From an optimization exercise on the open Yosys and OpenROAD flow, aimed at small area and a short achievable clock period; shortcuts taken in it are not production practice. Where RTL was checked, it was by simulation tests only, not by an equivalence proof against the original. The RTL of runs 2 to 6 was laid out without a check of its function.

--- flow/config.mk ---
export PLATFORM = sky130hd
export DESIGN_NAME = simon_for
export DESIGN_NICKNAME = simon_for
export VERILOG_FILES = /design/flow/design.v
export SDC_FILE = /design/flow/constraint.sdc
export NUM_CORES = 4
export LEC_CHECK = 0
export CAP_MARGIN = 20
export CORE_MARGIN = 2
export CORE_UTILIZATION = 25
export PLACE_DENSITY = 0.35
export SLEW_MARGIN = 20
export SYNTH_HIERARCHICAL = 1
export SYNTH_MINIMUM_KEEP_SIZE = 0
--- flow/constraint.sdc ---
create_clock -name core_clock -period 34.0 [get_ports {clk}]
set_input_delay 6.8000 -clock core_clock [delete_from_list [all_inputs] [get_ports {clk}]]
set_output_delay 6.8000 -clock core_clock [all_outputs]
set_load 0.01 [all_outputs]
--- flow/design.v ---
module simon_xor2(input a, input b, output y);
    assign y = a ^ b;
endmodule
module simon_xnor2(input a, input b, output y);
    assign y = ~(a ^ b);
endmodule
module simon_nand2(input a, input b, output y);
    assign y = ~(a & b);
endmodule
module simon_inv(input a, output y);
    assign y = ~a;
endmodule
module simon_key_for(
    input  [63:0]  keytext,
    output [447:0] key_total    
);
    localparam [61:0] Z = 62'b01100111000011010100100010111110110011100001101010010001011111;
    wire [511:0] k;    
    wire [511:0] m;    
    assign k[63:0] = keytext;
    genvar i, j;
    generate
        for (i = 1; i < 31; i = i + 1) begin : g_m
            for (j = 0; j < 16; j = j + 1) begin : g_b
                simon_xor2 u_m(.a(k[16*i+j]), .b(k[16*i+(j+1)%16]), .y(m[16*i+j]));
            end
        end
        for (i = 0; i < 28; i = i + 1) begin : g_k
            wire [15:0] early;
            for (j = 0; j < 16; j = j + 1) begin : g_b
                if (j >= 2 || (j == 0 && Z[i])) begin : g_inv
                    simon_xnor2 u_e(.a(k[16*i+j]), .b(m[16*(i+1)+j]), .y(early[j]));
                end else begin : g_keep
                    simon_xor2 u_e(.a(k[16*i+j]), .b(m[16*(i+1)+j]), .y(early[j]));
                end
                wire kn;
                simon_xnor2 u_k(.a(early[j]), .b(m[16*(i+3)+(j+3)%16]), .y(kn));
                simon_inv   u_d(.a(kn), .y(k[16*(i+4)+j]));
            end
        end
    endgenerate
    assign key_total = k[511:64];
endmodule
module simon_for(
    input  [31:0] plaintext,
    input  [63:0] keytext,
    input         clk,
    output reg [31:0] ciphertext
);
    wire [447:0] key_total;
    wire [511:0] rk = {key_total, keytext};    
    simon_key_for key_generate(
        .keytext(keytext),
        .key_total(key_total)
    );
    wire [16*33-1:0] x;    
    assign x[15:0] = plaintext[31:16];
    wire [16*33-1:0] y = {x[16*32-1:0], plaintext[15:0]};
    genvar i, j;
    generate
        for (i = 0; i < 32; i = i + 1) begin : g_round
            wire [15:0] yk, w, n, xn;
            for (j = 0; j < 16; j = j + 1) begin : g_b
                simon_xor2  u_yk(.a(y[16*i+j]), .b(rk[16*i + j]), .y(yk[j]));
                simon_xor2  u_w (.a(yk[j]), .b(x[16*i+(j+14)%16]), .y(w[j]));
                simon_nand2 u_n (.a(x[16*i+(j+15)%16]), .b(x[16*i+(j+8)%16]), .y(n[j]));
                simon_xor2  u_x (.a(w[j]), .b(n[j]), .y(xn[j]));
                simon_inv   u_d (.a(xn[j]), .y(x[16*(i+1)+j]));
            end
        end
    endgenerate
    always @(posedge clk)
        ciphertext <= x[16*31 +: 32];
endmodule
--- flow/flow/run.sh ---
#!/bin/bash
# The standard layout with two changes of cell choice, not of the circuit:
#  - after the standard synthesis, every inv_1 becomes an inv_2 (same area, twice the
#    drive; the inverters drive the design's fanout-4 nets);
#  - the port buffers are buf_2 cells instead of the default clkdlybuf4s50_1 delay cell,
#    which is twice the area and slow on the input paths.
set -euo pipefail
here=$(pwd)
bash standard.sh synth > make_synth.log 2>&1
ODB=$here/orfs/results/$FLOW_PLATFORM/simon_for/base/1_synth.odb \
  openroad -no_init -exit flow/swap_inv.tcl > openroad_swap_inv.log 2>&1
bash standard.sh "BUFFER_PORTS_ARGS=-buffer_cell sky130_fd_sc_hd__buf_2" finish > make_finish.log 2>&1
--- flow/flow/swap_inv.tcl ---
# swap every inv_1 for inv_2 (same area, twice the drive)
read_db $::env(ODB)
set db [ord::get_db]
set to [$db findMaster sky130_fd_sc_hd__inv_2]
set n 0
foreach inst [[ord::get_db_block] getInsts] {
  if {[[$inst getMaster] getName] eq "sky130_fd_sc_hd__inv_1"} {
    $inst swapMaster $to
    incr n
  }
}
puts "swapped $n inv_1 to inv_2"
write_db $::env(ODB)
--- flow/standard.sh ---
#!/bin/bash
# synth_recipe.tcl (not shown) runs the flow's synth.tcl, then flattens the netlist and writes it again
# the make line also repeats each setting of config.mk as NAME=value (left out here)
make -C /OpenROAD-flow-scripts/flow DESIGN_CONFIG=/design/flow/config.mk WORK_HOME=/design/flow/orfs CLKGATE_MAP_FILE= SYNTH_SCRIPT=/design/flow/synth_recipe.tcl "${@:-finish}"
==> impl_metrics.tcl, run 1 <==
set metrics [dict create \
    final-max-slew-violation-count 0 \
    slowest_stage "xor2_1" \
    synth.largest_area_cell "xor2_1" \
    netlist_area_mm2 0.03167 \
    min_path_cells 1 \
    post-cts-setup-buffer-count 0 \
    required_ns 34.17 \
    root_buffer "clkbuf_16" \
    finalCriticalPeriod_ns 24.86 \
    drv_cap 0 \
    rows 130 \
    arrival_ns 25.03 \
    timing.hold.ws_ns 7.485 \
    drtIter0Drc 1424 \
    cpMostUsedCell "xor2_1" \
    nFillCells 14280 \
    largest_register_ffs 32 \
    dp.final_hpwl_um 120600 \
    ys_seq_area_frac 0.02023 \
    synth_edf_count 0 \
    yosysMostFrequentCell "xor2_1" \
    synth_top_area_frac 0.5691 \
    grt_antenna_before_repair 0 \
    setup_viol 0 \
    io_buffers 128 \
    core_mm2 0.1257 \
    syn_inst 4416 \
    status "finished clean" \
    final_antenna_net_count 0 \
    synth-main-ff-cell "dfxtp_1" \
    wirelength_um 136000 \
    tightest_slew_ns 0.5755 \
    ys_seq_elements 32 \
    critPathLaunchType "input port" \
    grt_max_degree 12 \
    via_count 25050 \
    gp_routability_congestion 0.9156 \
    final_nets 4648 \
    yosys-top-cells-area "xor2_1 (57%), xnor2_1 (24%), inv_1 (11%)" \
    synth_fp_nets 4513 \
    numCtsBuffers 5 \
    avgSynthCellArea_um2 7.172 \
    cts_num_sinks 32 \
    layout-drive-gt1-share 0.2408 \
    post-route-period-util 0.7311 \
    synth_commonest_cells "xor2_1 (2058), inv_1 (960), xnor2_1 (854), nand2_1 (512), dfxtp_1 (32)" \
    avgRoutedWirePerCell_um 21.93 \
    cts_hold_buf 0 \
    design.portCount 129 \
    syn_to_final_growth_pct 9.071 \
    slew_headroom 0.6136 \
    vias_per_cell 4.039 \
    initial_core_util 0.2519 \
    grt_overflow 0 \
    synthDistinctLibCells 5 \
    die_area_mm2 0.1295 \
    grt_use_total 0.2044 \
    die_y_um 359.9 \
    yosysWarnings 7 \
    grt_pass1_vias 26710 \
    n_antenna_cell 0 \
    rsz0062_at_grt "no" \
    async_flop_share 0 \
    grt_pass1_wl_um 194300 \
    htreeDepth 2 \
    tritoncts "built" \
    hp-class "reg -> out" \
    path_class "in -> reg" \
    cpPeakStageDelay_ns 0.41 \
    clkTransAtPathRegs_ns 0.05 \
    fmax_mhz 40.23 \
    cts_max_path_buffers 2 \
    final.setup.tns_ns 0 \
    critPathCaptureType "register" \
    drc 0 \
    hold_violations 0 \
    drt_pass1_iterations 5 \
    dieWidth_um 359.9 \
    post_cts_resize_count 0 \
    path_max_fanout 4 \
]
[kinds of logic after synthesis]
group,Yosys count,share of synthesized area
simple gates,512,0.06068
flops,32,0.02023
xor+xnor,2912,0.8053
buf+inv,960,0.1138
[area by class of cell]
type | instances | area [um2] | share of cell area
clock buffer | 5 | 125.1 | 0.003622
clock inverter | 3 | 42.54 | 0.001232
inverter | 960 | 3603 | 0.1043
multi-input combinational | 3424 | 27430 | 0.7940
sequential | 32 | 640.6 | 0.01855
tap | 1650 | 2064 | 0.05977
timing repair buffer | 128 | 640.6 | 0.01855
[critical path, delay by kind of cell]
family | cells | cell delay, ns
buf+inv | 30 | 4.38
xor+xnor | 60 | 13.77
[layout by cell type (no fill, tap or decap)]
| cell type | n |
|---|---|
| xor2_1 | 2058 |
| inv_2 | 960 |
| xnor2_1 | 854 |
| nand2_1 | 512 |
| buf_2 | 128 |
| dfxtp_1 | 32 |
| clkbuf_16 | 5 |
| clkinv_2 | 1 |
| clkinvlp_4 | 1 |
| bufinv_16 | 1 |
[through the flow]
| step | area (um2) | instances | setup WS, ns | util |
|---|---|---|---|---|
| 2_1_floorplan | 31670 | 4416 | 13.12 | - |
| 3_3_place_gp | 34380 | 6194 | 8.951 | 0.2734 |
| 3_5_place_dp | 34380 | 6194 | 9.107 | 0.2734 |
| 4_1_cts | 34540 | 6202 | 9.315 | 0.2747 |
| 5_1_grt | 34540 | 6202 | 7.889 | 0.2747 |
| 6_report | 34540 | 6202 | 9.143 | 0.2747 |
[per-module statistics from Yosys, one instance, submodules excluded, excerpt]
module / cell area [um2] / cells / flops+latches / copies in the design
simon_for: 640.6 / 32 / 32 / 1
simon_nand2: 3.754 / 1 / 0 / 512
simon_inv: 3.754 / 1 / 0 / 960
simon_xor2: 8.758 / 1 / 0 / 2058
simon_xnor2: 8.758 / 1 / 0 / 854
[worst paths after layout]
kind | start | endpoint | slack, ns
worst max-delay path | keytext[16] | ciphertext[28]$_DFF_P_ | 9.14
worst min-delay path | ciphertext[28]$_DFF_P_ | ciphertext[28] | 7.48
[per-layer routing]
metal | vias up | wire length (um) | global-route usage
met5 | - | 0 | 0
met1 | 11940 | 62530 | 0.2657
met3 | 123 | 2908 | 0.009383
li1 | 12610 | - | -
met4 | 0 | 2940 | 0.04029
met2 | 379 | 67640 | 0.3722
==> run 2: changes to the inputs <==
--- a/flow/design.v
+++ b/flow/design.v
@@ -54,5 +54,6 @@
         .key_total(key_total)
     );
-    wire [16*33-1:0] x;    
+    wire [16*33-1:0] x;     
+    wire [16*33-1:16] xn;   
     assign x[15:0] = plaintext[31:16];
     wire [16*33-1:0] y = {x[16*32-1:0], plaintext[15:0]};
@@ -60,11 +61,16 @@
     generate
         for (i = 0; i < 32; i = i + 1) begin : g_round
-            wire [15:0] yk, w, n, xn;
+            wire [15:0] yk, w, n;
             for (j = 0; j < 16; j = j + 1) begin : g_b
                 simon_xor2  u_yk(.a(y[16*i+j]), .b(rk[16*i + j]), .y(yk[j]));
-                simon_xor2  u_w (.a(yk[j]), .b(x[16*i+(j+14)%16]), .y(w[j]));
                 simon_nand2 u_n (.a(x[16*i+(j+15)%16]), .b(x[16*i+(j+8)%16]), .y(n[j]));
-                simon_xor2  u_x (.a(w[j]), .b(n[j]), .y(xn[j]));
-                simon_inv   u_d (.a(xn[j]), .y(x[16*(i+1)+j]));
+                if (i == 0) begin : g_first
+                    simon_xor2  u_w (.a(yk[j]), .b(x[16*i+(j+14)%16]), .y(w[j]));
+                    simon_xor2  u_x (.a(w[j]), .b(n[j]), .y(xn[16*(i+1)+j]));
+                end else begin : g_next
+                    simon_xor2  u_w (.a(yk[j]), .b(xn[16*i+(j+14)%16]), .y(w[j]));
+                    simon_xnor2 u_x (.a(w[j]), .b(n[j]), .y(xn[16*(i+1)+j]));
+                end
+                simon_inv   u_d (.a(xn[16*(i+1)+j]), .y(x[16*(i+1)+j]));
             end
         end
--- a/flow/config.mk
+++ b/flow/config.mk
@@ -8,6 +8,6 @@
 export CAP_MARGIN = 20
 export CORE_MARGIN = 2
-export CORE_UTILIZATION = 25
-export PLACE_DENSITY = 0.35
+export CORE_UTILIZATION = 40
+export PLACE_DENSITY = 0.6
 export SLEW_MARGIN = 20
 export SYNTH_HIERARCHICAL = 1
==> impl_metrics.tcl, run 2 <==
set metrics [dict create \
    post-cts-setup-buffer-count 0 \
    cpPeakStageDelay_ns 0.36 \
    htreeDepth 2 \
    hold_start "ciphertext[10]$_DFF_P_" \
    final.setup.tns_ns 0 \
    status "finished clean" \
    cts_hold_buf 0 \
    final_cell_area_mm2 0.03379 \
    finalCriticalPeriod_ns 24.70 \
    syn_inst 4416 \
    critPathCaptureType "register" \
    cpMostUsedCell "xor2_1" \
    synth.largest_area_cell "xor2_1" \
    die_y_um 285.4 \
    tightest_slew_ns 0.6587 \
    cts_max_path_buffers 2 \
    post_dp_cell_area_mm2 0.03362 \
    grt_antenna_before_repair 2 \
    hp-class "reg -> out" \
    path_max_fanout 4 \
    top_layer_used "met4" \
    fin_util 0.4292 \
    grt_overflow 0 \
    gp_routability_congestion 1.019 \
    rsz0062_at_grt "no" \
    avgRoutedWirePerCell_um 20.28 \
    drtIter0Drc 1642 \
    via_count 25920 \
    setup_viol 0 \
    die_area_mm2 0.08144 \
    initial_core_util 0.4022 \
    avgSynthCellArea_um2 7.172 \
    hold_violations 0 \
    synth_top_area_frac 0.4320 \
    yosys-top-cells-area "xor2_1 (43%), xnor2_1 (37%), inv_1 (11%)" \
    final_antenna_net_count 0 \
    critPathLaunchType "input port" \
    vias_per_cell 4.625 \
    dp.final_hpwl_um 102300 \
    drc 0 \
    cts_num_sinks 32 \
    layout_common_cells "xor2_1 (1562), xnor2_1 (1350), inv_2 (960)" \
    min_path_cells 1 \
    core_mm2 0.07874 \
    synth_commonest_cells "xor2_1 (1562), xnor2_1 (1350), inv_1 (960), nand2_1 (512), dfxtp_1 (32)" \
    ys_seq_elements 32 \
    route.met3.wl_um 4878 \
    final-max-slew-violation-count 0 \
    finalNonFillerCells 5604 \
    dieWidth_um 285.4 \
    rows 103 \
    design.portCount 129 \
    layout_commonest_cell "xor2_1" \
    synth_edf_count 0 \
    slowest_stage "xor2_1" \
    fmax_mhz 40.48 \
    grt_pass1_vias 27480 \
    yosysMostFrequentCell "xor2_1" \
    io_buffers 128 \
    root_buffer "clkbuf_16" \
    largest_register_ffs 32 \
    numCtsBuffers 5 \
    drt_pass1_iterations 5 \
    grt_use_total 0.2732 \
    syn_to_final_growth_pct 6.704 \
    path_class "in -> reg" \
    synthDistinctLibCells 5 \
    grt_max_degree 11 \
    netlist_area_mm2 0.03167 \
    layout-drive-gt1-share 0.2406 \
    post-route-period-util 0.7266 \
    async_flop_share 0 \
    synth_fp_nets 4513 \
    clkTransAtPathRegs_ns 0.05 \
    numPlacedInstances 5594 \
    grt_pass1_wl_um 169400 \
    arrival_ns 24.88 \
    synth-main-ff-cell "dfxtp_1" \
    route.met2.wl_um 56050 \
    post_cts_resize_count 0 \
    wl_met1_um 46740 \
    final_nets 4648 \
    required_ns 34.17 \
    slew_headroom 0.5577 \
    hold_end "ciphertext[10]" \
    wirelength_um 113700 \
    ys_seq_area_frac 0.02023 \
    tritoncts "built" \
    yosysWarnings 7 \
    drv_cap 0 \
]
[run 2: cell count changes in the layout (fill, tap and decap cells not counted)]
cell and delta:
clkbuf_1 +1, clkinvlp_4 -1, diode_2 +2, xnor2_1 +496
xor2_1 -496
[run 2: cell type report]
class | instances | area, um2
diodes | 2 | 5.005
clock buffers | 6 | 128.9
clock inverters | 2 | 35.03
fillers | 8273 | 44950
inverters | 960 | 3603
multi-input cells | 3424 | 27430
flip-flops and latches | 32 | 640.6
well taps | 1050 | 1314
repair buffers | 128 | 640.6
[run 2: worst max-delay path by stage]
| stage | to | slack [ns] | from | cells after the start |
|---|---|---|---|---|
| final | ciphertext[17]$_DFF_P_ | 9.30 | keytext[58] | 89 |
| after global routing | ciphertext[17]$_DFF_P_ | 8.39 | keytext[23] | 90 |
| after CTS | ciphertext[17]$_DFF_P_ | 9.77 | keytext[26] | 90 |
| after detailed placement | ciphertext[17]$_DFF_P_ | 9.52 | keytext[26] | 90 |
| after global placement | ciphertext[17]$_DFF_P_ | 9.34 | keytext[25] | 90 |
| after floorplan | ciphertext[17]$_DFF_P_ | 13.18 | keytext[24] | 88 |
[run 2: per-layer routing]
layer	GRT usage	vias up
li1	-	12670
met1	0.3257	12120
met2	0.4987	840
met3	0.01928	290
met4	0.1213	0
met5	0	-
[run 2: cell families (layout without fill, tap and decap cells)]
group,after synthesis,after routing,synth area share
xor+xnor,2912,2912,0.8053
buf+inv,960,1096,0.1138
flops,32,32,0.02023
other cells,0,2,0
simple gates,512,512,0.06068
[run 2: metrics by stage]
stage | hold WS [ns] | worst slack (ns)
5_1_grt | 7.507 | 8.389
3_3_place_gp | 7.194 | 9.344
3_5_place_dp | 7.196 | 9.523
2_1_floorplan | 7.104 | 13.18
6_report | 7.488 | 9.296
4_1_cts | 7.492 | 9.770
[run 2: worst max-delay path: cells and delay by family]
kind	cells	cell delay (ns)
buffers and inverters	30	4.20
xor gates and xnor gates	59	13.80
[run 2: modules after synthesis (local to each module, per instance), a selection]
module / times used / cell area (um2) / flops+latches
simon_nand2: 512 / 3.754 / 0
simon_for: 1 / 640.6 / 32
simon_inv: 960 / 3.754 / 0
simon_xnor2: 1350 / 8.758 / 0
simon_xor2: 1562 / 8.758 / 0
==> run 3: changes to the inputs <==
--- a/flow/design.v
+++ b/flow/design.v
@@ -16,6 +16,7 @@
 );
     localparam [61:0] Z = 62'b01100111000011010100100010111110110011100001101010010001011111;
-    wire [511:0] k;    
-    wire [511:0] m;    
+    wire [511:0] k;     
+    wire [511:64] kn;   
+    wire [511:0] m;     
     assign k[63:0] = keytext;
     genvar i, j;
@@ -23,5 +24,9 @@
         for (i = 1; i < 31; i = i + 1) begin : g_m
             for (j = 0; j < 16; j = j + 1) begin : g_b
-                simon_xor2 u_m(.a(k[16*i+j]), .b(k[16*i+(j+1)%16]), .y(m[16*i+j]));
+                if (i < 4) begin : g_in
+                    simon_xor2 u_m(.a(k[16*i+j]), .b(k[16*i+(j+1)%16]), .y(m[16*i+j]));
+                end else begin : g_kn
+                    simon_xor2 u_m(.a(kn[16*i+j]), .b(kn[16*i+(j+1)%16]), .y(m[16*i+j]));
+                end
             end
         end
@@ -34,7 +39,6 @@
                     simon_xor2 u_e(.a(k[16*i+j]), .b(m[16*(i+1)+j]), .y(early[j]));
                 end
-                wire kn;
-                simon_xnor2 u_k(.a(early[j]), .b(m[16*(i+3)+(j+3)%16]), .y(kn));
-                simon_inv   u_d(.a(kn), .y(k[16*(i+4)+j]));
+                simon_xnor2 u_k(.a(early[j]), .b(m[16*(i+3)+(j+3)%16]), .y(kn[16*(i+4)+j]));
+                simon_inv   u_d(.a(kn[16*(i+4)+j]), .y(k[16*(i+4)+j]));
             end
         end
==> flow/run.sh (new file) <==
#!/bin/bash
# synth_recipe.tcl (not shown) runs the flow's synth.tcl, then flattens the netlist and writes it again
# the make line also repeats each setting of config.mk as NAME=value (left out here)
make -C /OpenROAD-flow-scripts/flow DESIGN_CONFIG=/design/flow/config.mk WORK_HOME=/design/flow/orfs CLKGATE_MAP_FILE= SYNTH_SCRIPT=/design/flow/synth_recipe.tcl finish
removed: flow/flow/run.sh
removed: flow/flow/swap_inv.tcl
removed: flow/standard.sh
==> impl_metrics.tcl, run 3 <==
set metrics [dict create \
    status "finished clean" \
    min_path_cells 1 \
    syn_inst 4416 \
    tightest_slew_ns 0.7852 \
    via_count 26370 \
    ys_seq_elements 32 \
    cpPeakStageDelay_ns 0.69 \
    synth.largest_area_cell "xor2_1" \
    critical_path_depth 64 \
    setup_viol 0 \
    path_max_fanout 4 \
    final_nets 4648 \
    yosysWarnings 7 \
    ys_seq_area_frac 0.02023 \
    synthDistinctLibCells 5 \
    required_ns 34.17 \
    hold_violations 0 \
    final.setup.tns_ns 0 \
    cts_max_path_buffers 2 \
    post-route-period-util 0.8461 \
    path_buf_inv 4 \
    rows 103 \
    hp-class "reg -> out" \
    vias_per_cell 4.703 \
    synth-main-ff-cell "dfxtp_1" \
    slowest_stage "clkdlybuf4s50_1" \
    wirelength_um 112900 \
    core_mm2 0.07874 \
    drtIter0Drc 2926 \
    syn_to_final_growth_pct 8.696 \
    tritoncts "built" \
    cp_top_family "XOR/XNOR gates" \
    design.portCount 129 \
    die_area_mm2 0.08144 \
    grt_overflow 0 \
    synth_edf_count 0 \
    critPathLaunchType "input port" \
    hold_start "ciphertext[4]$_DFF_P_" \
    rsz0062_at_grt "no" \
    yosys-top-cells-area "xor2_1 (43%), xnor2_1 (37%), inv_1 (11%)" \
    post-cts-setup-buffer-count 0 \
    cts_hold_buf 0 \
    drt_pass1_iterations 5 \
    synth_top_area_frac 0.4320 \
    post_cts_resize_count 0 \
    netlist_area_mm2 0.03167 \
    layout_common_cells "xor2_1 (1562), xnor2_1 (1350), inv_1 (960)" \
    root_buffer "clkbuf_16" \
    hold_end "ciphertext[4]" \
    path_class "in -> reg" \
    clkTransAtPathRegs_ns 0.05 \
    yosysMostFrequentCell "xor2_1" \
    grt_use_total 0.2669 \
    critPathCaptureType "register" \
    layout_commonest_cell "xor2_1" \
    dp.final_hpwl_um 103300 \
    cts_num_sinks 32 \
    gp_routability_congestion 1.056 \
    dieWidth_um 285.4 \
    layout-drive-gt1-share 0.001757 \
    numCtsBuffers 5 \
    finalCriticalPeriod_ns 28.77 \
    slew_headroom 0.4728 \
    fin_util 0.4372 \
    grt_antenna_before_repair 4 \
    fmax_mhz 34.76 \
    avgRoutedWirePerCell_um 20.13 \
    drv_cap 0 \
    grt_max_degree 11 \
    grt_pass1_vias 27040 \
    die_y_um 285.4 \
    async_flop_share 0 \
    grt_pass1_wl_um 165300 \
    avgSynthCellArea_um2 7.172 \
    drc 0 \
    htreeDepth 2 \
    initial_core_util 0.4022 \
    synth_fp_nets 4513 \
    arrival_ns 28.94 \
    io_buffers 128 \
    synth_commonest_cells "xor2_1 (1562), xnor2_1 (1350), inv_1 (960), nand2_1 (512), dfxtp_1 (32)" \
    final_antenna_net_count 0 \
    final-max-slew-violation-count 0 \
    largest_register_ffs 32 \
    cpMostUsedCell "xnor2_1" \
]
==> run 3: cell counts after synthesis <==
Identical to the previous run, type by type.
==> run 3: cells by family (layout without fill, tap and decap cells) <==
group / after synthesis / after routing / synth area share
XOR/XNOR: 2912 / 2912 / 0.8053
buffers and inverters: 960 / 1096 / 0.1138
flip-flops: 32 / 32 / 0.02023
other: 0 / 4 / 0
AND/OR/NAND/NOR: 512 / 512 / 0.06068
==> run 3: stage by stage <==
step                instance area [um2]  hold slack (ns)  setup WS [ns]  cells
floorplan                         31670            7.104          13.22   4416
global placement                  34270            7.537          5.805   5594
detailed placement                34270            7.535          6.155   5594
CTS                               34410            7.832          6.371   5602
global route                      34420            7.842          5.126   5606
finish                            34420            7.823          5.232   5606
==> run 3: area by class of cell <==
class                      count  area [um2]
tap                         1050        1314
multi-input combinational   3424       27430
fill                        8102       44320
clock inverter                 2       10.01
clock buffer                   6       138.9
sequential                    32       640.6
inverter                     960        3603
timing repair buffer         128        1281
antenna                        4       10.01
==> run 3: worst max path at each step <==
| stage | slack, ns | from | end |
|---|---|---|---|
| CTS | 6.37 | keytext[28] | ciphertext[16]$_DFF_P_ |
| finish | 5.23 | keytext[28] | ciphertext[16]$_DFF_P_ |
| global route | 5.13 | keytext[28] | ciphertext[23]$_DFF_P_ |
| global placement | 5.80 | keytext[28] | ciphertext[17]$_DFF_P_ |
| detailed placement | 6.16 | keytext[28] | ciphertext[16]$_DFF_P_ |
| floorplan | 13.22 | keytext[18] | ciphertext[29]$_DFF_P_ |
==> run 3: layer usage <==
layer  routed length (um)  vias up  global-route usage
met4                 3820        0             0.07749
met3                 9446      229             0.04088
met1                50060    12340              0.3654
li1                     -    12610                   -
met5                    0        -                   0
met2                49530     1192              0.4304
==> run 3: per-module statistics from Yosys (local to each module, per instance), a selection <==
| module | area, um2 | cells inside | flip-flops and latches | times used |
|---|---|---|---|---|
| simon_for | 640.6 | 32 | 32 | 1 |
| simon_inv | 3.754 | 1 | 0 | 960 |
| simon_nand2 | 3.754 | 1 | 0 | 512 |
| simon_xnor2 | 8.758 | 1 | 0 | 1350 |
| simon_xor2 | 8.758 | 1 | 0 | 1562 |
==> run 4: changes to the inputs <==
--- a/flow/config.mk
+++ b/flow/config.mk
@@ -8,6 +8,6 @@
 export CAP_MARGIN = 20
 export CORE_MARGIN = 2
-export CORE_UTILIZATION = 40
-export PLACE_DENSITY = 0.6
+export CORE_UTILIZATION = 70
+export PLACE_DENSITY = 0.8
 export SLEW_MARGIN = 20
 export SYNTH_HIERARCHICAL = 1
==> impl_metrics.tcl, run 4 <==
set metrics [dict create \
    status "finished clean" \
    numCtsBuffers 5 \
    grt_overflow 0 \
    cts_hold_buf 0 \
    final-max-slew-violation-count 0 \
    final.setup.tns_ns 0 \
    async_flop_share 0 \
    ys_seq_area_frac 0.02023 \
    slew_headroom 0.1070 \
    cpPeakStageDelay_ns 0.93 \
    path_buf_inv 5 \
    setup_viol 0 \
    grt_pass1_wl_um 178100 \
    clkTransAtPathRegs_ns 0.05 \
    synthAdderAreaFrac 0 \
    synth.area.mux_share 0 \
    gp_routability_congestion 1.211 \
    critPathCaptureType "register" \
    grt_pass1_vias 29510 \
    layout-drive-gt1-share 0.002417 \
    post-cts-setup-buffer-count 0 \
    final_nets 4649 \
    seq_area_um2 640.6 \
    syn_inst 4416 \
    die_y_um 216.7 \
    tritoncts "built" \
    hp-class "reg -> out" \
    arrival_ns 28.85 \
    dp.final_hpwl_um 105400 \
    tightest_slew_ns 1.330 \
    path_class "in -> reg" \
    wirelength_um 121100 \
    core_mm2 0.04441 \
    syn_to_final_growth_pct 6.933 \
    yosysWarnings 7 \
    vias_per_cell 5.464 \
    grt_max_degree 10 \
    via_count 28110 \
    synth_fp_nets 4513 \
    drv_cap 0 \
    hold_violations 0 \
    synth_top_area_frac 0.4320 \
    synth_edf_count 0 \
    synthDistinctLibCells 5 \
    die_area_mm2 0.04696 \
    synth_compound_area_frac 0 \
    finalCriticalPeriod_ns 28.69 \
    synth.largest_area_cell "xor2_1" \
    htreeDepth 2 \
    io_buffers 128 \
    netlist_area_mm2 0.03167 \
    synth-main-ff-cell "dfxtp_1" \
    grt_antenna_before_repair 1 \
    design.portCount 129 \
    rsz0062_at_grt "no" \
    ys_seq_elements 32 \
    cts_num_sinks 32 \
    fmax_mhz 34.86 \
    grt-busiest-layer "met2" \
    path_max_fanout 4 \
    fin_util 0.7625 \
    cp_top_family "XOR/XNOR gates" \
    avgSynthCellArea_um2 7.172 \
    grt_use_total 0.5057 \
    post_cts_resize_count 0 \
    yosysMostFrequentCell "xor2_1" \
    yosys-top-cells-area "xor2_1 (43%), xnor2_1 (37%), inv_1 (11%)" \
    layout_common_cells "xor2_1 (1562), xnor2_1 (1346), inv_1 (960)" \
    synth_top_family_by_area "XOR/XNOR gates" \
    synth_xor_area_frac 0.8053 \
    post-route-period-util 0.8437 \
    cts_max_path_buffers 2 \
    grtUsageMet2 0.8290 \
    rows 77 \
    grtUsageMet3 0.1599 \
    avgRoutedWirePerCell_um 23.53 \
    yosys.area_share.simple 0.06068 \
    drtIter0Drc 3272 \
    root_buffer "clkbuf_16" \
    largest_register_ffs 32 \
    layout_commonest_cell "xor2_1" \
    drc 0 \
    synth_commonest_cells "xor2_1 (1562), xnor2_1 (1350), inv_1 (960), nand2_1 (512), dfxtp_1 (32)" \
    initial_core_util 0.7131 \
    drt_pass1_iterations 5 \
    nFillCells 3508 \
    grt_use_met1 0.5283 \
    slowest_stage "xor2_1" \
    dieWidth_um 216.7 \
    multi_input_area_mm2 0.02746 \
    required_ns 34.17 \
    final_antenna_net_count 0 \
    critPathLaunchType "input port" \
]
[run 4: modules after synthesis (local to each module, per instance), excerpt]
module	times used	cell area, um2	flops+latches	cells
simon_for	1	640.6	32	32
simon_inv	960	3.754	0	1
simon_nand2	512	3.754	0	1
simon_xnor2	1350	8.758	0	1
simon_xor2	1562	8.758	0	1
[run 4: routing by layer]
metal / vias to the layer above / wire length (um) / part of all wire
met5: - / 88 / 0.00073
met4: 2 / 12490 / 0.10
met3: 754 / 13650 / 0.11
met2: 1916 / 53780 / 0.44
met1: 12840 / 41050 / 0.34
li1: 12610 / - / -
[run 4: metrics by stage]
| step | std cells | hold slack, ns | setup WS (ns) | instance area (um2) |
|---|---|---|---|---|
| finish | 5145 | 7.826 | 5.314 | 33870 |
| floorplan | 4416 | 7.104 | 13.22 | 31670 |
| CTS | 5144 | 7.827 | 6.681 | 33830 |
| detailed placement | 5137 | 7.536 | 6.583 | 33700 |
| global placement | 5137 | 7.535 | 6.474 | 33700 |
| global route | 5144 | 7.839 | 5.459 | 33860 |
[run 4: cell families (layout without fill, tap and decap cells)]
logic type,after synthesis,in the layout
buffers and inverters,960,1096
and+or+nand+nor,512,512
xor gates and xnor gates,2912,2912
other,0,1
DFF,32,32
[run 4: cell type report]
| type | instances | share of cell area |
|---|---|---|
| Clock buffer | 6 | 0.003805 |
| Antenna cell | 1 | 0.00007389 |
| Clock inverter | 1 | 0.0001478 |
| Inverter | 960 | 0.1064 |
| Tap cell | 592 | 0.02187 |
| Timing Repair Buffer | 129 | 0.03805 |
| Sequential cell | 32 | 0.01892 |
| Multi-Input combinational cell | 3424 | 0.8107 |
[run 4: worst paths after layout]
path / start / endpoint / slack, ns / cells after the start
max: keytext[25] / ciphertext[30]$_DFF_P_ / 5.31 / 64
min: ciphertext[2]$_DFF_P_ / ciphertext[2] / 7.83 / 1
==> run 5: changes to the inputs <==
==> flow/design.v (replaced) <==
module simon_key_for(
    input  [63:0]  keytext,
    output [511:0] key_total
);
    localparam [61:0] Z = 62'b01100111000011010100100010111110110011100001101010010001011111;
    wire [15:0] k [0:31];
    wire [15:0] m [0:31];
    assign k[0] = keytext[15:0];
    assign k[1] = keytext[31:16];
    assign k[2] = keytext[47:32];
    assign k[3] = keytext[63:48];
    genvar i;
    generate
        for (i = 0; i < 32; i = i + 1) begin : g_m
            assign m[i] = k[i] ^ {k[i][0], k[i][15:1]};
        end
        for (i = 0; i < 28; i = i + 1) begin : g_k
            wire [15:0] early = k[i] ^ m[i+1] ^ {15'h7ffe, Z[i]};
            assign k[i+4] = early ^ {m[i+3][2:0], m[i+3][15:3]};
        end
        for (i = 0; i < 32; i = i + 1) begin : g_out
            assign key_total[16*i +: 16] = k[i];
        end
    endgenerate
endmodule
module simon_for(
    input  [31:0] plaintext,
    input  [63:0] keytext,
    input         clk,
    output reg [31:0] ciphertext
);
    wire [511:0] key_total;
    simon_key_for key_generate(
        .keytext(keytext),
        .key_total(key_total)
    );
    wire [15:0] x [0:32];
    wire [15:0] y [0:32];
    assign x[0] = plaintext[31:16];
    assign y[0] = plaintext[15:0];
    genvar i;
    generate
        for (i = 0; i < 32; i = i + 1) begin : g_round
            wire [15:0] a  = {x[i][14:0], x[i][15]};
            wire [15:0] b  = {x[i][7:0], x[i][15:8]};
            wire [15:0] c  = {x[i][13:0], x[i][15:14]};
            wire [15:0] yk = y[i] ^ key_total[16*i +: 16];
            assign x[i+1] = (yk ^ c) ^ (a & b);
            assign y[i+1] = x[i];
        end
    endgenerate
    always @(posedge clk)
        ciphertext <= {x[32], y[32]};
endmodule
--- a/flow/config.mk
+++ b/flow/config.mk
@@ -8,7 +8,5 @@
 export CAP_MARGIN = 20
 export CORE_MARGIN = 2
-export CORE_UTILIZATION = 70
-export PLACE_DENSITY = 0.8
+export CORE_UTILIZATION = 40
+export PLACE_DENSITY = 0.6
 export SLEW_MARGIN = 20
-export SYNTH_HIERARCHICAL = 1
-export SYNTH_MINIMUM_KEEP_SIZE = 0
==> impl_metrics.tcl, run 5 <==
set metrics [dict create \
    status "finished clean" \
    arrival_ns 31.90 \
    layout-drive-gt1-share 0.1004 \
    syn_inst 4847 \
    grt_pass1_vias 35470 \
    layout_common_cells "xnor2_1 (1840), xor2_1 (698), xnor3_1 (281)" \
    path_max_fanout 11 \
    rows 123 \
    finalCriticalPeriod_ns 31.75 \
    avgRoutedWirePerCell_um 28.16 \
    grt_pass1_wl_um 261600 \
    drc 0 \
    cpMostUsedCell "xnor2_1" \
    initial_core_util 0.4035 \
    async_flop_share 0 \
    cts_max_path_buffers 2 \
    die_area_mm2 0.1162 \
    ys_seq_area_frac 0.01411 \
    post_cts_resize_count 0 \
    multi_input_area_mm2 0.04437 \
    cts_hold_buf 0 \
    via_count 36970 \
    die_y_um 340.9 \
    grtUsageMet3 0.03242 \
    dieWidth_um 340.9 \
    slew_headroom 0.1729 \
    grt_antenna_before_repair 1 \
    netlist_area_mm2 0.04539 \
    hp-class "reg -> out" \
    grt_overflow 0 \
    drv_cap 0 \
    grtUsageMet2 0.4849 \
    final-max-slew-violation-count 0 \
    critPathLaunchType "input port" \
    drt_pass1_iterations 5 \
    avgSynthCellArea_um2 9.366 \
    setup_viol 0 \
    grt-busiest-layer "met2" \
    rsz0062_at_grt "no" \
    fmax_mhz 31.49 \
    vias_per_cell 5.677 \
    synth-main-ff-cell "dfxtp_1" \
    clkTransAtPathRegs_ns 0.05 \
    gp_routability_congestion 1.051 \
    yosysWarnings 2 \
    synthDistinctLibCells 142 \
    root_buffer "clkbuf_16" \
    syn_to_final_growth_pct 8.238 \
    design.portCount 129 \
    crit_end "ciphertext[20]$_DFF_P_" \
    largest_register_ffs 32 \
    path_class "in -> reg" \
    yosys-top-cells-area "xnor2_1 (36%), xnor3_1 (14%), xor2_1 (14%)" \
    htreeDepth 2 \
    final.setup.tns_ns 0 \
    cpPeakStageDelay_ns 0.95 \
    grt_use_total 0.3068 \
    min_path_cells 1 \
    ys_seq_elements 32 \
    core_mm2 0.1125 \
    final_nets 5109 \
    required_ns 34.15 \
    grt_use_met1 0.4311 \
    io_buffers 128 \
    tightest_slew_ns 1.232 \
    synth.largest_area_cell "xnor2_1" \
    synth_edf_count 0 \
    yosysMostFrequentCell "xnor2_1" \
    wirelength_um 183400 \
    critPathCaptureType "register" \
    slowest_stage "xnor2_1" \
    seq_area_um2 640.6 \
    layout_commonest_cell "xnor2_1" \
    hold_violations 0 \
    final_antenna_net_count 0 \
    drtIter0Drc 4036 \
    numCtsBuffers 5 \
    post-cts-setup-buffer-count 0 \
    dp.final_hpwl_um 157700 \
    post-route-period-util 0.9339 \
    grt_max_degree 14 \
    synth_top_area_frac 0.3564 \
    cts_num_sinks 32 \
    setup.worst_path.start "plaintext[24]" \
    synth_commonest_cells "xnor2_1 (1847), xor2_1 (700), xnor3_1 (281), nand2_1 (199), nor2_1 (192)" \
    tritoncts "built" \
    synth_fp_nets 4944 \
    nFillCells 11100 \
]
[run 5: changes by cell type in the layout (fill, tap and decap cells not counted), moves of 116 or more]
cell,previous run,this run
a21oi_1,0,116
inv_1,960,30
nand2_1,512,199
nor2_1,0,192
xnor2_1,1346,1840
xnor2_2,4,185
xnor3_1,0,281
xor2_1,1562,698
[run 5: final cells by class]
| type | instances | share of cell area |
|---|---|---|
| flip-flops and latches | 32 | 0.01304 |
| well taps | 1500 | 0.03820 |
| inverters | 36 | 0.002750 |
| repair buffers | 221 | 0.04029 |
| clock buffers | 6 | 0.002623 |
| multi-input cells | 4716 | 0.9030 |
| clock inverters | 1 | 0.0001019 |
| diodes | 1 | 0.00005093 |
[run 5: metal layers]
layer,share of wire,vias up,wire [um]
met5,0,-,0
li1,-,16750,-
met2,0.44,1786,81250
met1,0.44,18090,80240
met3,0.075,354,13840
met4,0.044,0,8096
[run 5: cells by family (layout without fill, tap and decap cells)]
kind of cell	count (synthesis)	after routing	synth area share
XOR/XNOR	3135	3135	0.7580
AO/OA/AOI/OAI	546	546	0.09173
AND/OR/NAND/NOR	1011	1011	0.1206
multiplexers	24	24	0.005512
buffers and inverters	99	264	0.01003
other	0	1	0
flip-flops	32	32	0.01411
[run 5: worst min-delay path by stage]
stage / startpoint / end
2_1_floorplan: ciphertext[0]$_DFF_P_ / ciphertext[0]
3_3_place_gp: ciphertext[8]$_DFF_P_ / ciphertext[8]
3_5_place_dp: ciphertext[8]$_DFF_P_ / ciphertext[8]
4_1_cts: ciphertext[8]$_DFF_P_ / ciphertext[8]
5_1_grt: ciphertext[8]$_DFF_P_ / ciphertext[8]
6_report: ciphertext[8]$_DFF_P_ / ciphertext[8]
[run 5: worst max-delay path, delay by kind of cell]
family	cells	cell delay (ns)
XOR/XNOR	35	17.22
AO/OA/AOI/OAI	11	4.13
AND/OR/NAND/NOR	10	2.75
buffers and inverters	1	0.65
multiplexers	1	0.29
[run 5: per-stage QoR]
| step | worst slack, ns | cell area, um2 | instances | util | hold WS (ns) |
|---|---|---|---|---|---|
| 6_report | 2.248 | 49130 | 6513 | 0.4368 | 7.835 |
| 5_1_grt | 1.423 | 49130 | 6513 | 0.4368 | 7.855 |
| 4_1_cts | 2.687 | 49090 | 6512 | 0.4364 | 7.843 |
| 3_5_place_dp | 2.549 | 48960 | 6505 | 0.4352 | 7.543 |
| 3_3_place_gp | 2.281 | 48930 | 6505 | 0.4349 | 7.542 |
| 2_1_floorplan | 9.043 | 45390 | 4847 | - | 7.104 |
==> run 6: changes to the inputs <==
==> flow/design.v (replaced) <==
module simon_key_for(
    input[63:0] keytext,
    input clk,
    output [511:0] key_total
);
    reg [15:0] key [0:31];
    wire [15:0] c;
    wire [61:0] z;
    reg [15:0] temp0;
    reg [15:0] temp1;
    reg [15:0] temp2;
    reg [15:0] temp3;
    reg [15:0] temp4;
    reg [15:0] temp5;
    reg [15:0] temp_out;
    integer i;
    assign c  = 16'hfffc;
    assign z  = 62'b01100111000011010100100010111110110011100001101010010001011111;
    assign key_total[15:0]    = key[0];
    assign key_total[31:16]   = key[1];
    assign key_total[47:32]   = key[2];
    assign key_total[63:48]   = key[3];
    assign key_total[79:64]   = key[4];
    assign key_total[95:80]   = key[5];
    assign key_total[111:96]  = key[6];
    assign key_total[127:112] = key[7];
    assign key_total[143:128] = key[8];
    assign key_total[159:144] = key[9];
    assign key_total[175:160] = key[10];
    assign key_total[191:176] = key[11];
    assign key_total[207:192] = key[12];
    assign key_total[223:208] = key[13];
    assign key_total[239:224] = key[14];
    assign key_total[255:240] = key[15];
    assign key_total[271:256] = key[16];
    assign key_total[287:272] = key[17];
    assign key_total[303:288] = key[18];
    assign key_total[319:304] = key[19];
    assign key_total[335:320] = key[20];
    assign key_total[351:336] = key[21];
    assign key_total[367:352] = key[22];
    assign key_total[383:368] = key[23];
    assign key_total[399:384] = key[24];
    assign key_total[415:400] = key[25];
    assign key_total[431:416] = key[26];
    assign key_total[447:432] = key[27];
    assign key_total[463:448] = key[28];
    assign key_total[479:464] = key[29];
    assign key_total[495:480] = key[30];
    assign key_total[511:496] = key[31];
    always @(*)
    begin
        temp0  = keytext[15:0];
        temp1  = keytext[31:16];
        temp2  = keytext[47:32];
        temp3  = keytext[63:48];
        key[0]  = keytext[15:0];
        key[1]  = keytext[31:16];
        key[2]  = keytext[47:32];
        key[3]  = keytext[63:48];
        for(i = 4; i <= 31; i = i+1)
        begin
            temp4  = {temp3[2:0],temp3[15:3]};
            temp4  = temp4 ^ temp1;
            temp5  = temp4 ^ {temp4[0],temp4[15:1]};
            temp_out  = temp0 ^ temp5 ^ (c ^ z[i-4]);
            key[i]  = temp_out;
            temp0  = temp1;
            temp1  = temp2;
            temp2  = temp3;
            temp3  = temp_out;
        end
    end
endmodule
module simon_for(
    input[31:0] plaintext,
    input[63:0] keytext,
    input clk,
    output reg [31:0] ciphertext
);
    wire [511:0] key_total;
    reg [15:0] temp1;
    reg [15:0] temp2;
    reg [15:0] in_low;
    reg [15:0] in_high;
    wire [15:0] key [0:31];
    integer i;
    simon_key_for key_generate(
        .keytext(keytext),
        .clk(clk),
        .key_total(key_total)
    );
    assign key[0] = key_total[15:0];
    assign key[1] = key_total[31:16];
    assign key[2] = key_total[47:32];
    assign key[3] = key_total[63:48];
    assign key[4] = key_total[79:64];
    assign key[5] = key_total[95:80];
    assign key[6] = key_total[111:96];
    assign key[7] = key_total[127:112];
    assign key[8] = key_total[143:128];
    assign key[9] = key_total[159:144];
    assign key[10]= key_total[175:160];
    assign key[11]=key_total[191:176];
    assign key[12]=key_total[207:192];
    assign key[13]=key_total[223:208];
    assign key[14]=key_total[239:224];
    assign key[15]=key_total[255:240];
    assign key[16]=key_total[271:256];
    assign key[17]=key_total[287:272];
    assign key[18]=key_total[303:288];
    assign key[19]=key_total[319:304];
    assign key[20]=key_total[335:320];
    assign key[21]=key_total[351:336];
    assign key[22]=key_total[367:352];
    assign key[23]=key_total[383:368];
    assign key[24]=key_total[399:384];
    assign key[25]=key_total[415:400];
    assign key[26]=key_total[431:416];
    assign key[27]=key_total[447:432];
    assign key[28]=key_total[463:448];
    assign key[29]=key_total[479:464];
    assign key[30]=key_total[495:480];
    assign key[31]=key_total[511:496];
    always @(posedge clk)
    begin
        in_low = plaintext[15:0];
        in_high = plaintext[31:16];
        for(i=0;i<=31;i=i+1)
        begin
            temp1 = {in_high[14:0],in_high[15]}&{in_high[7:0],in_high[15:8]};
            temp2 = temp1 ^ in_low ^ {in_high[13:0],in_high[15:14]};
            in_low = in_high;
            in_high = temp2 ^ key[i];
        end
        ciphertext[15:0] = in_low;
        ciphertext[31:16] = in_high;
    end
endmodule
==> impl_metrics.tcl, run 6 <==
set metrics [dict create \
    seq_area_um2 640.6 \
    vias_per_cell 5.662 \
    core_mm2 0.1176 \
    drv_cap 0 \
    cts_hold_buf 0 \
    root_buffer "clkbuf_16" \
    n_antenna_cell 0 \
    multi_input_area_mm2 0.04616 \
    post_cts_resize_count 0 \
    final-max-slew-violation-count 0 \
    drt_pass1_iterations 8 \
    layout_commonest_cell "xnor2_1" \
    gp_routability_congestion 1.012 \
    grt_overflow 0 \
    wirelength_um 183400 \
    tightest_slew_ns 1.213 \
    grt_max_degree 16 \
    arrival_ns 31.47 \
    synth.largest_area_cell "xnor2_1" \
    path_buf_inv 2 \
    tritoncts "built" \
    design.portCount 129 \
    htreeDepth 2 \
    synth-main-ff-cell "dfxtp_1" \
    clkTransAtPathRegs_ns 0.05 \
    path_max_fanout 12 \
    layout_common_cells "xnor2_1 (1866), xor2_1 (706), xnor3_1 (311)" \
    layout-drive-gt1-share 0.1023 \
    critPathCaptureType "register" \
    largest_register_ffs 32 \
    async_flop_share 0 \
    syn_inst 5034 \
    ys_seq_area_frac 0.01357 \
    netlist_area_mm2 0.04722 \
    dp.final_hpwl_um 156800 \
    final_nets 5309 \
    rsz0062_at_grt "no" \
    numCtsBuffers 5 \
    initial_core_util 0.4015 \
    drc 0 \
    nFillCells 11600 \
    io_buffers 128 \
    dp_slack_ns 2.980 \
    cts_num_sinks 32 \
    yosys-top-cells-area "xnor2_1 (35%), xnor3_1 (15%), xor2_1 (13%)" \
    finalCriticalPeriod_ns 31.30 \
    slew_headroom 0.1858 \
    fmax_mhz 31.94 \
    avgRoutedWirePerCell_um 27.18 \
    final_antenna_net_count 0 \
    syn_to_final_growth_pct 8.320 \
    setup_slack_ns 2.696 \
    yosysWarnings 3 \
    grt_pass1_wl_um 264300 \
    via_count 38210 \
    ys_seq_elements 32 \
    die_y_um 347.6 \
    synth_top_area_frac 0.3478 \
    cpPeakStageDelay_ns 0.89 \
    grt_use_total 0.2949 \
    grt_pass1_vias 37290 \
    post-route-period-util 0.9207 \
    die_area_mm2 0.1208 \
    setup_viol 0 \
    post-cts-setup-buffer-count 0 \
    hold_violations 0 \
    slowest_stage "xnor3_1" \
    cpMostUsedCell "xnor2_1" \
    synth_commonest_cells "xnor2_1 (1875), xor2_1 (707), xnor3_1 (311), nor2_1 (250), nand2_1 (175)" \
    cts_max_path_buffers 2 \
    drtIter0Drc 3979 \
    critPathLaunchType "input port" \
    final.setup.tns_ns 0 \
    synth_edf_count 0 \
    synthDistinctLibCells 129 \
    hp-class "reg -> out" \
    cp_top_family "XOR/XNOR gates" \
    status "finished clean" \
    required_ns 34.17 \
    path_class "in -> reg" \
    grt_antenna_before_repair 0 \
    synth_fp_nets 5131 \
    yosysMostFrequentCell "xnor2_1" \
    avgSynthCellArea_um2 9.380 \
    dieWidth_um 347.6 \
    rows 126 \
]
## run 6: cell type report
cell class | instances | share of cell area
tap | 1536 | 0.03757
multi-input combinational | 4889 | 0.9024
inverter | 47 | 0.003449
timing repair buffer | 237 | 0.04105
clock buffer | 7 | 0.002984
sequential | 32 | 0.01252
## run 6: cell families (layout without fill, tap and decap cells)
family / Yosys count / count (layout) / synth area share
buf+inv: 113 / 291 / 0.01052
simple gates: 1082 / 1082 / 0.1269
compound gates: 585 / 585 / 0.09377
mux: 24 / 24 / 0.005405
flops: 32 / 32 / 0.01357
xor+xnor: 3198 / 3198 / 0.7499
## run 6: routing by layer
layer | up-vias | GRT usage | share of wire
li1 | 17440 | - | -
met4 | 0 | 0.08561 | 0.035
met1 | 18790 | 0.4138 | 0.45
met2 | 1665 | 0.4833 | 0.45
met3 | 314 | 0.02223 | 0.065
met5 | - | 0 | 0
## run 6: stage by stage
stage	hold slack, ns	area [um2]	util	std cells
after detailed placement	7.537	50960	0.4333	6741
after global placement	7.542	50920	0.4330	6741
after global routing	7.851	51150	0.4349	6748
after floorplan	7.104	47220	-	5034
final	7.830	51150	0.4349	6748
after CTS	7.837	51110	0.4346	6748
## run 6: path summary, 6_finish.rpt
check | startpoint | to | slack, ns | cells after the start
hold / removal | ciphertext[29]$_DFF_P_ | ciphertext[29] | 7.83 | 1
setup / recovery | plaintext[29] | ciphertext[23]$_DFF_P_ | 2.70 | 62

## separate check: timing with driven ports
In the flow no input, the clock included, has a driving cell. The finished layouts below were timed again as built, in two steps.
Step 1: set_driving_cell puts a clkbuf_16 on clk and a buf_2 on each other input, an assumption about the parent block.
Step 2 moves the port delays by t, midway between the first and last clock arrival at a register: inputs arrive t later, outputs are due t later. That takes back most of the time a late clock gives input paths.
a / b / c = ideal / step 1 / step 2; a / b = the first two.
run	t (ns)	setup slack, ns	hold WS [ns]	cell pins on the clock port's net
run 1	0.312	9.143 / 9.146 / 8.834	7.485 / 7.522 / 7.210	1
run 2	0.306	9.296 / 9.307 / 9.001	7.488 / 7.519 / 7.213	1
run 3	0.300	5.232 / 5.238 / 4.938	7.823 / 7.852 / 7.552	1
run 4	0.309	5.314 / 5.312 / 5.003	7.826 / 7.857 / 7.548	1
run 5	0.309	2.248 / 2.256 / 1.947	7.834 / 7.871 / 7.562	1
run 6	0.305	2.696 / 2.696 / 2.391	7.830 / 7.862 / 7.557	1
After both steps every run listed still meets setup and hold. For run 4, which loses most, drivers alone change the setup slack by -0.002 ns; drivers and shift together by -0.311 ns.
